From an optimization exercise on the open Yosys and OpenROAD flow, aimed at small area, a short achievable clock period and few clock cycles; shortcuts taken in it are not production practice.
At most, simulation tests tie the RTL to the original design; equivalence was not proved.

Setup of v24:
Design PE, start of the top module:
module PE (
	input clk,
	input rst,
	input PE_en,
	input [13-1:0] i_config,
	input [32-1:0] ifmap,
	input [32-1:0] filter,
	input [32-1:0] ipsum,
	input ifmap_valid,
	input filter_valid,
	input ipsum_valid,
	input opsum_ready,
	output reg [32-1:0] opsum,
	output reg ifmap_ready,
	output reg filter_ready,
	output reg ipsum_ready,
	output reg opsum_valid
);
For scale: roughly 54000 sq um of cells after synthesis.
==> flow/config.mk <==
export PLATFORM = sky130hd
export DESIGN_NAME = PE
export DESIGN_NICKNAME = PE
export VERILOG_FILES = /design/flow/design.v
export SDC_FILE = /design/flow/constraint.sdc
export NUM_CORES = 8
export LEC_CHECK = 0
export CAP_MARGIN = 20
export CORE_MARGIN = 2
export CORE_UTILIZATION = 40
export CTS_CLUSTER_DIAMETER = 80
export CTS_CLUSTER_SIZE = 30
export SLEW_MARGIN = 20
==> flow/constraint.sdc <==
create_clock -name core_clock -period 12.0 [get_ports {clk}]
set_input_delay 2.4000 -clock core_clock [delete_from_list [all_inputs] [get_ports {clk}]]
set_output_delay 2.4000 -clock core_clock [all_outputs]
set_load 0.01 [all_outputs]
standard.sh (not shown) runs the stock make flow with config.mk's settings and CLKGATE_MAP_FILE= SYNTH_SCRIPT=/design/flow/synth_recipe.tcl, a recipe that flattens the netlist after the stock synthesis.
==> flow/flow/run.sh <==
#!/bin/bash
# Layout flow: the standard synthesis, then a netlist pass (fapol.py) that
# re-polarises full adders to drop the inverters synthesis leaves between them,
# then the standard ORFS layout with repair_timing asked for extra setup margin.
set -euo pipefail
RES=$PWD/orfs/results/sky130hd/PE/base
LIB=$FLOW_HOME/platforms/sky130hd/lib/sky130_fd_sc_hd__tt_025C_1v80.lib
bash standard.sh synth > synth.log 2>&1
cp $RES/1_2_yosys.v $RES/1_2_yosys.orig.v
python3 flow/fapol.py $LIB $RES/1_2_yosys.orig.v $RES/1_2_yosys.v > fapol.log 2>&1
rm -f $RES/1_synth.odb
bash standard.sh SETUP_SLACK_MARGIN=8.2 TNS_END_PERCENT=100 'BUFFER_PORTS_ARGS=-buffer_cell sky130_fd_sc_hd__buf_2' finish > standard.log 2>&1
Other scripts of this flow, unchanged in this note and not shown: flow/flow/fapol.py
Testbench counts of v24, summed over its fixed seeds: cycles 9,840.
Relative to v24, the following input files were edited for v29:
--- a/flow/design.v
+++ b/flow/design.v
@@ -97,21 +97,18 @@
 wire vB_next = adv ? vA : vB;
 wire sfull_next = !o_take & (sfull | c_go);
 wire c_go_next = vB_next & np_next & !sfull_next;
 wire adv_n = !vB_next | c_go_next;
 wire [1:0] ki_n = issue ? (last_in_col ? 2'd0 : ki + 2'd1) : ki;
 wire [4:0] ci_n = (issue & last_in_col & !last_col) ? ci + 5'd1 : ci;
 wire idone_n = idone | (issue & last_in_col & last_col);
-wire fdone_n = fdone | (f_fire & f_last);
 wire lic_n = (ki_n == nout_m1);
 wire lc_n = (ci_n == ccol);
-wire win_ok_n = (nq_next > {1'b0, crs}) & (!lic_n | lc_n | !cst | (nq_next >= 3'd2));
 wire filt_ok_n = cdw ? (kw != 3'd0) : (kw > {1'b0, ki_n});
-wire fin_ok_n = !(lic_n & lc_n) | fdone_n;
-wire pop_n = busy & !job_end & !idone_n & win_ok_n & filt_ok_n & fin_ok_n & adv_n & lic_n & !lc_n;
+wire pop_n = busy & !job_end & !idone_n & filt_ok_n & adv_n & lic_n & !lc_n;
 always @(posedge clk or posedge rst) begin
 	if (rst) begin
 		nq <= 3'd0; ifmap_ready <= 1'b0;
 	end else if (job_end) begin
 		nq <= 3'd0; ifmap_ready <= 1'b1;
 	end else begin
 		nq <= nq_next;
Findings:
Wire: v29 routes less than v24. On v29: relative slew slack is 6.8 points higher than what v24 gave. Against v24, v29 comes in 0.74% lower on number of standard-cell rows in the floorplan. Diff v24 -> v29: worst endpoint required time dropped 0.02 ns, number of multi-input combinational cells in the layout lower, non-clock buffer total of the final layout now sits higher, flip-flop and latch share of the layout cell area increased 0.38 points, total core area fell by about 1.2%. The final period demand of the worst path of v29 and that of v24 are within noise of each other. Against v24, v29 comes in about 1.7% lower on multi-input combinational cell area.
Function not checked in v29: the RTL went through the layout flow alone.

* * *

Another version of the RTL of PE (not shown whole).
Size: roughly 3,600 cells after synthesis, roughly 150 I/O pins, ~53,000 um2 of cells after synthesis.
export LEC_CHECK = 0
export CAP_MARGIN = 20
export CORE_MARGIN = 2
export CORE_UTILIZATION = 40
export CTS_CLUSTER_DIAMETER = 80
export CTS_CLUSTER_SIZE = 30
export SLEW_MARGIN = 20
create_clock -name core_clock -period 12.0 [get_ports {clk}]
==> flow/flow/run.sh <==
#!/bin/bash
# Layout flow: the standard synthesis, then a netlist pass (fapol.py) that
# re-polarises full adders to drop the inverters synthesis leaves between them,
# then the standard ORFS layout with repair_timing asked for extra setup margin.
set -euo pipefail
RES=$PWD/orfs/results/sky130hd/PE/base
LIB=$FLOW_HOME/platforms/sky130hd/lib/sky130_fd_sc_hd__tt_025C_1v80.lib
bash standard.sh synth > synth.log 2>&1
cp $RES/1_2_yosys.v $RES/1_2_yosys.orig.v
python3 flow/fapol.py $LIB $RES/1_2_yosys.orig.v $RES/1_2_yosys.v > fapol.log 2>&1
rm -f $RES/1_synth.odb
bash standard.sh SETUP_SLACK_MARGIN=8.4 TNS_END_PERCENT=100 'BUFFER_PORTS_ARGS=-buffer_cell sky130_fd_sc_hd__buf_2' finish > standard.log 2>&1
Other scripts of this flow, unchanged in this note and not shown: flow/flow/fapol.py
Testbench counts at the start, summed over its fixed seeds: cycles 10,032.
Edit:
--- a/flow/design.v
+++ b/flow/design.v
@@ -56,23 +56,26 @@
 always @(posedge clk) begin
 	if (f_store && fr == 2'd0) stg[31:0] <= filter;
 	if (f_store && fr == 2'd1) stg[63:32] <= filter;
 	if (f_store && fr == 2'd2) stg[95:64] <= filter;
 	R0 <= ins ? stg : R1;
 	R1 <= R2;
 	R2 <= R3;
 	R3 <= R0;
 end
-wire stg_full_next = f_done_one | (stg_full & !(ins & !cdw));
+wire stg_keep = stg_full & !(ins & !cdw);
+wire stg_full_next = f_done_one | stg_keep;
 wire [1:0] stg_k_next = f_done_one ? kw[1:0] : stg_k;
 wire [2:0] T0_next = ins ? {1'b1, stg_k} : T1;
-wire ins_next = stg_full_next & (cdw ? !T2[2] :
-	((stg_k_next == 2'd0) | (T0_next[2] & (T0_next[1:0] == stg_k_next - 2'd1))));
+wire rule0_next = cdw ? !T2[2] : ((stg_k == 2'd0) | (T0_next[2] & (T0_next[1:0] == stg_k - 2'd1)));
+wire rule1_next = cdw ? !T2[2] : ((kw[1:0] == 2'd0) | (T0_next[2] & (T0_next[1:0] == kw[1:0] - 2'd1)));
+wire block0 = stg_keep & !rule0_next & !cdw;    
+wire block1 = !rule1_next & !cdw;               
 wire fdone_next = fdone | (f_fire & f_last);
 always @(posedge clk or posedge rst) begin
 	if (rst) begin
 		kw <= 3'd0; fr <= 2'd0; fdone <= 1'b0; filter_ready <= 1'b0;
 		stg_full <= 1'b0; stg_k <= 2'd0;
 		T0 <= 3'd0; T1 <= 3'd0; T2 <= 3'd0; T3 <= 3'd0;
 	end else if (job_end) begin
 		kw <= 3'd0; fr <= 2'd0; fdone <= 1'b0; filter_ready <= 1'b1;
 		stg_full <= 1'b0; stg_k <= 2'd0;
@@ -80,19 +83,19 @@
 	end else begin
 		if (f_fire) begin
 			fr <= f_rowlast ? 2'd0 : fr + 2'd1;
 			if (f_rowlast) kw <= kw + 3'd1;
 		end
 		fdone <= fdone_next;
 		stg_full <= stg_full_next;
 		stg_k <= stg_k_next;
 		T0 <= T0_next; T1 <= T2; T2 <= T3; T3 <= T0;
-		filter_ready <= !fdone_next & !(stg_full_next & !ins_next & !cdw);
+		filter_ready <= !fdone_next & !(f_done_one ? block1 : block0);
 	end
 end
 reg [31:0] q0, q1, q2, q3;
 reg [2:0] nq;
 reg [4:0] ci;      
 reg [1:0] ki;      
 reg idone;         
 reg [11:0] xen;    
 reg [3:0] dwl;     
@@ -143,31 +146,31 @@
 end
 always @(posedge clk or posedge rst) begin
 	if (rst) begin
 		np <= 1'b0; ipsum_ready <= 1'b0;
 	end else begin
 		np <= np_next;
 		ipsum_ready <= !np_next | c_go_next;
 	end
 end
+always @(posedge clk) begin
+	if (PE_en && !busy) begin
+		cdw <= i_config[12]; crs <= i_config[11:10]; cst <= i_config[9];
+		cp <= i_config[8:7]; ccol <= i_config[6:2]; cq <= i_config[1:0];
+	end
+	xen <= xen_n; dwl <= dwl_n; lm <= xen_n & {3{dwl_n}};
+end
 always @(posedge clk or posedge rst) begin
 	if (rst) begin
 		busy <= 1'b0;
-		cdw <= 1'b0; crs <= 2'd0; cst <= 1'b0; cp <= 2'd0; ccol <= 5'd0; cq <= 2'd0;
 		ci <= 5'd0; ki <= 2'd0; idone <= 1'b0;
-		xen <= 12'd0; dwl <= 4'd0; lm <= 12'd0;
 	end else begin
-		if (PE_en && !busy) begin
-			busy <= 1'b1;
-			cdw <= i_config[12]; crs <= i_config[11:10]; cst <= i_config[9];
-			cp <= i_config[8:7]; ccol <= i_config[6:2]; cq <= i_config[1:0];
-		end
-		xen <= xen_n; dwl <= dwl_n; lm <= xen_n & {3{dwl_n}};
+		if (PE_en && !busy) busy <= 1'b1;
 		if (job_end) begin
 			busy <= 1'b0; ci <= 5'd0; ki <= 2'd0; idone <= 1'b0;
 		end else if (issue) begin
 			if (last_in_col) begin
 				ki <= 2'd0;
 				if (last_col) idone <= 1'b1; else ci <= ci + 5'd1;
 			end else begin
 				ki <= ki + 2'd1;
 			end
Effect: Final cell count hardly moves; via count grows by 1.2%; critical path depth shrinks by 5; die area hardly moves; setup slack improved by 0.025 ns; hold slack degrades by 0.016 ns; global-route usage went up by 0.57 points; utilization is about the same; final area barely changes; first-iteration DRC count went up by 1.4%; non-clock buffer count went up by 5.
Testbench counts after the change, summed over its fixed seeds: cycles 10,032.

## static timing again, ports no longer ideal
Ports are ideal in the flow. The routed layouts listed here were re-timed in OpenROAD. Step 1 assumes that a clkbuf_16 drives the clock port and a buf_2 every other input. Step 2 times the ports against the registers' clock, not the clock port: input delays grow and output delays shrink by t, the midpoint of the rising clock arrivals with the driver on. Slacks: ideal / step 1 / step 2; pairs: ideal / step 1.
run	t (ns)	setup WS [ns]	clock arrival spread, ns	worst slew at a driven data input, ns	pins driven straight from the clock port
v24	0.750	8.184 / 8.184 / 7.562	0.074 / 0.073	0.11	1
v29	0.754	8.184 / 8.184 / 7.592	0.094 / 0.093	0.19	1
the first run of note 2	0.742	8.291 / 8.252 / 7.729	0.077 / 0.077	0.08	1
the second run of note 2	0.773	8.316 / 8.241 / 7.775	0.050 / 0.050	0.08	1
After both steps every run listed still meets setup and hold. The setup slack of v24, which loses most, moves by 0.000 ns with the drivers and by -0.622 ns with both steps.
